Background: an optimization exercise with open tools, aiming at small area. Do not read the settings as production practice. Function was checked by simulation only, so behaviour that the tests miss may differ from the original. Power and IR drop assume default switching activity.

==> flow/design.v (excerpt) <==
module Main(
	output CAN_TX,
	output txing,
	input CAN_RX,
	input RESET,
	input CLOCK_SIGNAL_IN,
	input send_data,
	input [10:0] address,
	input [63:0] transmit_data
	);
==> flow/config.mk <==
export PLATFORM = sky130hd
export DESIGN_NAME = Main
export DESIGN_NICKNAME = Main
export VERILOG_FILES = /design/flow/design.v
export SDC_FILE = /design/flow/constraint.sdc
export NUM_CORES = 4
export LEC_CHECK = 0
export CAP_MARGIN = 20
export CORE_MARGIN = 2
export CORE_UTILIZATION = 60
export CTS_BUF_LIST = sky130_fd_sc_hd__clkbuf_8
export GPL_TIMING_DRIVEN = 0
export SLEW_MARGIN = 20
export SYNTH_HIERARCHICAL = 1
export SYNTH_MINIMUM_KEEP_SIZE = 0
==> flow/constraint.sdc <==
create_clock -name core_clock -period 10.0 [get_ports {CLOCK_SIGNAL_IN}]
set_input_delay 2.0000 -clock core_clock [delete_from_list [all_inputs] [get_ports {CLOCK_SIGNAL_IN}]]
set_output_delay 2.0000 -clock core_clock [all_outputs]
set_load 0.01 [all_outputs]
standard.sh (not shown) runs the stock make flow with config.mk's settings and CLKGATE_MAP_FILE= SYNTH_SCRIPT=/design/flow/synth_recipe.tcl, a recipe that flattens the netlist after the stock synthesis.
==> flow/flow/run.sh <==
#!/bin/bash
# Layout: the standard flow (standard.sh, standard synthesis unchanged) with
#  - each combinational gate downsized to its smallest-area variant after floorplan
#    (flow/downsize.tcl; later repair steps still fix slew, capacitance and timing),
#  - buf_1 as the cell that buffers each input and output port,
#  - power recovery (downsizing of cells with slack) after global routing,
#  - CTS with clkbuf_8 and without dummy loads.
# make's full output goes to flow_make.log in the work folder; ORFS's per-step
# logs are under orfs/logs/.
set -euo pipefail
bash standard.sh \
  POST_FLOORPLAN_TCL="$PWD/flow/downsize.tcl" \
  BUFFER_PORTS_ARGS="-buffer_cell sky130_fd_sc_hd__buf_1" \
  RECOVER_POWER=100 \
  CTS_ARGS="-sink_clustering_enable -repair_clock_nets -buf_list sky130_fd_sc_hd__clkbuf_8 -dont_use_dummy_load" \
  finish > flow_make.log 2>&1
==> flow/flow/downsize.tcl <==
remove_buffers
set n 0
set saved 0.0
foreach inst [get_cells *] {
  set master [get_property $inst ref_name]
  if {![regexp {^(sky130_fd_sc_hd__)([a-z0-9]+)_([0-9]+)$} $master -> pfx base drive]} { continue }
  if {[regexp {^(df|edf|sdf|sedf|dl|buf|clk|conb|tap|fill|decap|diode|ebuf|einv|lpflow|probe|dlygate|dlymetal)} $base]} { continue }
  # leave gates that drive many pins at their size
  set fo 0
  foreach opin [get_pins -of_objects $inst -filter "direction==output"] {
    set net [get_nets -of_objects $opin]
    if {$net ne ""} { set fo [expr {$fo + [llength [get_pins -of_objects $net -filter "direction==input"]]}] }
  }
  if {$fo > 6} { continue }
  set best ""
  set best_area 1e9
  foreach lc [get_lib_cells "*/${pfx}${base}_*"] {
    set lname [get_property $lc name]
    if {![regexp "^${pfx}${base}_\[0-9\]+\$" $lname]} { continue }
    if {[get_property $lc dont_use]} { continue }
    set a [get_property $lc area]
    if {$a < $best_area} { set best_area $a; set best $lname }
  }
  set cur_area [get_property [get_lib_cells "*/$master"] area]
  if {$best ne "" && $best ne $master && $best_area < $cur_area} {
    replace_cell $inst [get_lib_cells "*/$best"]
    incr n
    set saved [expr {$saved + $cur_area - $best_area}]
  }
}
puts "downsize.tcl: resized $n instances, saved [format %.1f $saved] um^2"
The baseline went through all stages and came out clean.
==> next run, changes <==
--- a/flow/flow/downsize.tcl
+++ b/flow/flow/downsize.tcl
@@ -1 +0,0 @@
-remove_buffers
Settings changed: CAP_MARGIN 20 to 10, GPL_TIMING_DRIVEN 0 to unset, SLEW_MARGIN 20 to 10.
=>
- wire length grows by about 3.2%
- sequential power hardly moves
- cell count is about the same
- total power shrinks by 1.2%
- synthesized area does not change
- via count grows by 1.2%
- core utilization shrinks by 0.20 points
- first-iteration DRC count grows by about 30%
- final area shrinks by about 0.3%
- clock power is about the same
- worst setup slack improves by 0.28 ns
==> next run, changes <==
Settings changed: CAP_MARGIN 10 to 20, SLEW_MARGIN 10 to 20.
Effect: The new run passed the timing, design-rule and antenna checks; wire length does not change; clock skew stays the same; hold slack is unchanged; non-clock buffer count is unchanged; global-route usage does not change; cell count stays the same; first-iteration DRC count stays the same; design area is unchanged.

Main, a different RTL version from the one above (not shown whole).
Size in the first run: about 510 cells after synthesis, ~51 flip-flops, ~0.0046 mm^2 of cells after synthesis.
Design Main, start of the top module:
module Main(
	output CAN_TX,
	output txing,
	input CAN_RX,
	input RESET,
	input CLOCK_SIGNAL_IN,
	input send_data,
	input [10:0] address,
	input [63:0] transmit_data
	);
clock: 10.0 ns
lec_check: 0
cap_margin: 20
core_margin: 2
core_utilization: 60
cts_buf_list: sky130_fd_sc_hd__clkbuf_8
slew_margin: 20
synth_hierarchical: 1
synth_minimum_keep_size: 0
==> flow/flow/run.sh <==
#!/bin/bash
# Layout: the standard flow (standard.sh, standard synthesis unchanged) with
#  - each combinational gate downsized to its smallest-area variant after floorplan
#    (flow/downsize.tcl; later repair steps still fix slew, capacitance and timing),
#  - buf_1 as the cell that buffers each input and output port,
#  - power recovery (downsizing of cells with slack) after global routing,
#  - CTS with clkbuf_8 and without dummy loads.
# make's full output goes to flow_make.log in the work folder; ORFS's per-step
# logs are under orfs/logs/.
set -euo pipefail
bash standard.sh \
  POST_FLOORPLAN_TCL="$PWD/flow/downsize.tcl" \
  BUFFER_PORTS_ARGS="-buffer_cell sky130_fd_sc_hd__buf_1" \
  RECOVER_POWER=100 \
  CTS_ARGS="-sink_clustering_enable -repair_clock_nets -buf_list sky130_fd_sc_hd__clkbuf_8 -sink_clustering_size 20 -sink_clustering_max_diameter 200 -dont_use_dummy_load" \
  finish > flow_make.log 2>&1
==> flow/flow/downsize.tcl <==
set n 0
set saved 0.0
foreach inst [get_cells *] {
  set master [get_property $inst ref_name]
  if {![regexp {^(sky130_fd_sc_hd__)([a-z0-9]+)_([0-9]+)$} $master -> pfx base drive]} { continue }
  if {[regexp {^(df|edf|sdf|sedf|dl|buf|clk|conb|tap|fill|decap|diode|ebuf|einv|lpflow|probe|dlygate|dlymetal)} $base]} { continue }
  # leave gates that drive many pins at their size
  set fo 0
  foreach opin [get_pins -of_objects $inst -filter "direction==output"] {
    set net [get_nets -of_objects $opin]
    if {$net ne ""} { set fo [expr {$fo + [llength [get_pins -of_objects $net -filter "direction==input"]]}] }
  }
  if {$fo > 6} { continue }
  set best ""
  set best_area 1e9
  foreach lc [get_lib_cells "*/${pfx}${base}_*"] {
    set lname [get_property $lc name]
    if {![regexp "^${pfx}${base}_\[0-9\]+\$" $lname]} { continue }
    if {[get_property $lc dont_use]} { continue }
    set a [get_property $lc area]
    if {$a < $best_area} { set best_area $a; set best $lname }
  }
  set cur_area [get_property [get_lib_cells "*/$master"] area]
  if {$best ne "" && $best ne $master && $best_area < $cur_area} {
    replace_cell $inst [get_lib_cells "*/$best"]
    incr n
    set saved [expr {$saved + $cur_area - $best_area}]
  }
}
puts "downsize.tcl: resized $n instances, saved [format %.1f $saved] um^2"
Rerun with:
--- a/flow/flow/run.sh
+++ b/flow/flow/run.sh
@@ -15 +15 @@
-  CTS_ARGS="-sink_clustering_enable -repair_clock_nets -buf_list sky130_fd_sc_hd__clkbuf_8 -sink_clustering_size 20 -sink_clustering_max_diameter 200 -dont_use_dummy_load" \
+  CTS_ARGS="-sink_clustering_enable -repair_clock_nets -buf_list sky130_fd_sc_hd__clkbuf_8 -dont_use_dummy_load" \
Core utilization stays the same.
Sequential share of layout area does not change.
Area after synthesis is unchanged.
Worst setup slack is unchanged.
First-iteration DRC count is unchanged.
Global-route usage does not change.

## afterwards: timing with drivers on the ports
How much do the figures lean on ideal ports? The routed layouts below were timed once more, with nothing changed but the port constraints.
Step 1 sets driving cells, clkbuf_16 on the clock port and buf_2 on the other inputs (assumed; they add their load-dependent delay and slew).
Step 2 moves the port delays by t, midway between the first and last clock arrival at a register: inputs arrive t later, outputs are due t later. That takes back most of the time a late clock gives input paths.
a / b / c = no drivers / after step 1 / after step 2; a / b = the first two.
run	t (ns)	slack for setup (ns)	pins driven straight from the clock port
the first run of note 1	0.324	2.142 / 2.144 / 1.820	1
the second run of note 1	0.328	2.424 / 2.431 / 2.103	1
the third run of note 1	0.328	2.424 / 2.431 / 2.103	1
the first run of note 2	0.319	2.425 / 2.423 / 2.104	1
the second run of note 2	0.319	2.425 / 2.423 / 2.104	1
After both steps setup and hold are still met in every run listed. The setup slack of the first run of note 1, which loses most, moves by +0.002 ns with the drivers and by -0.322 ns with both steps.
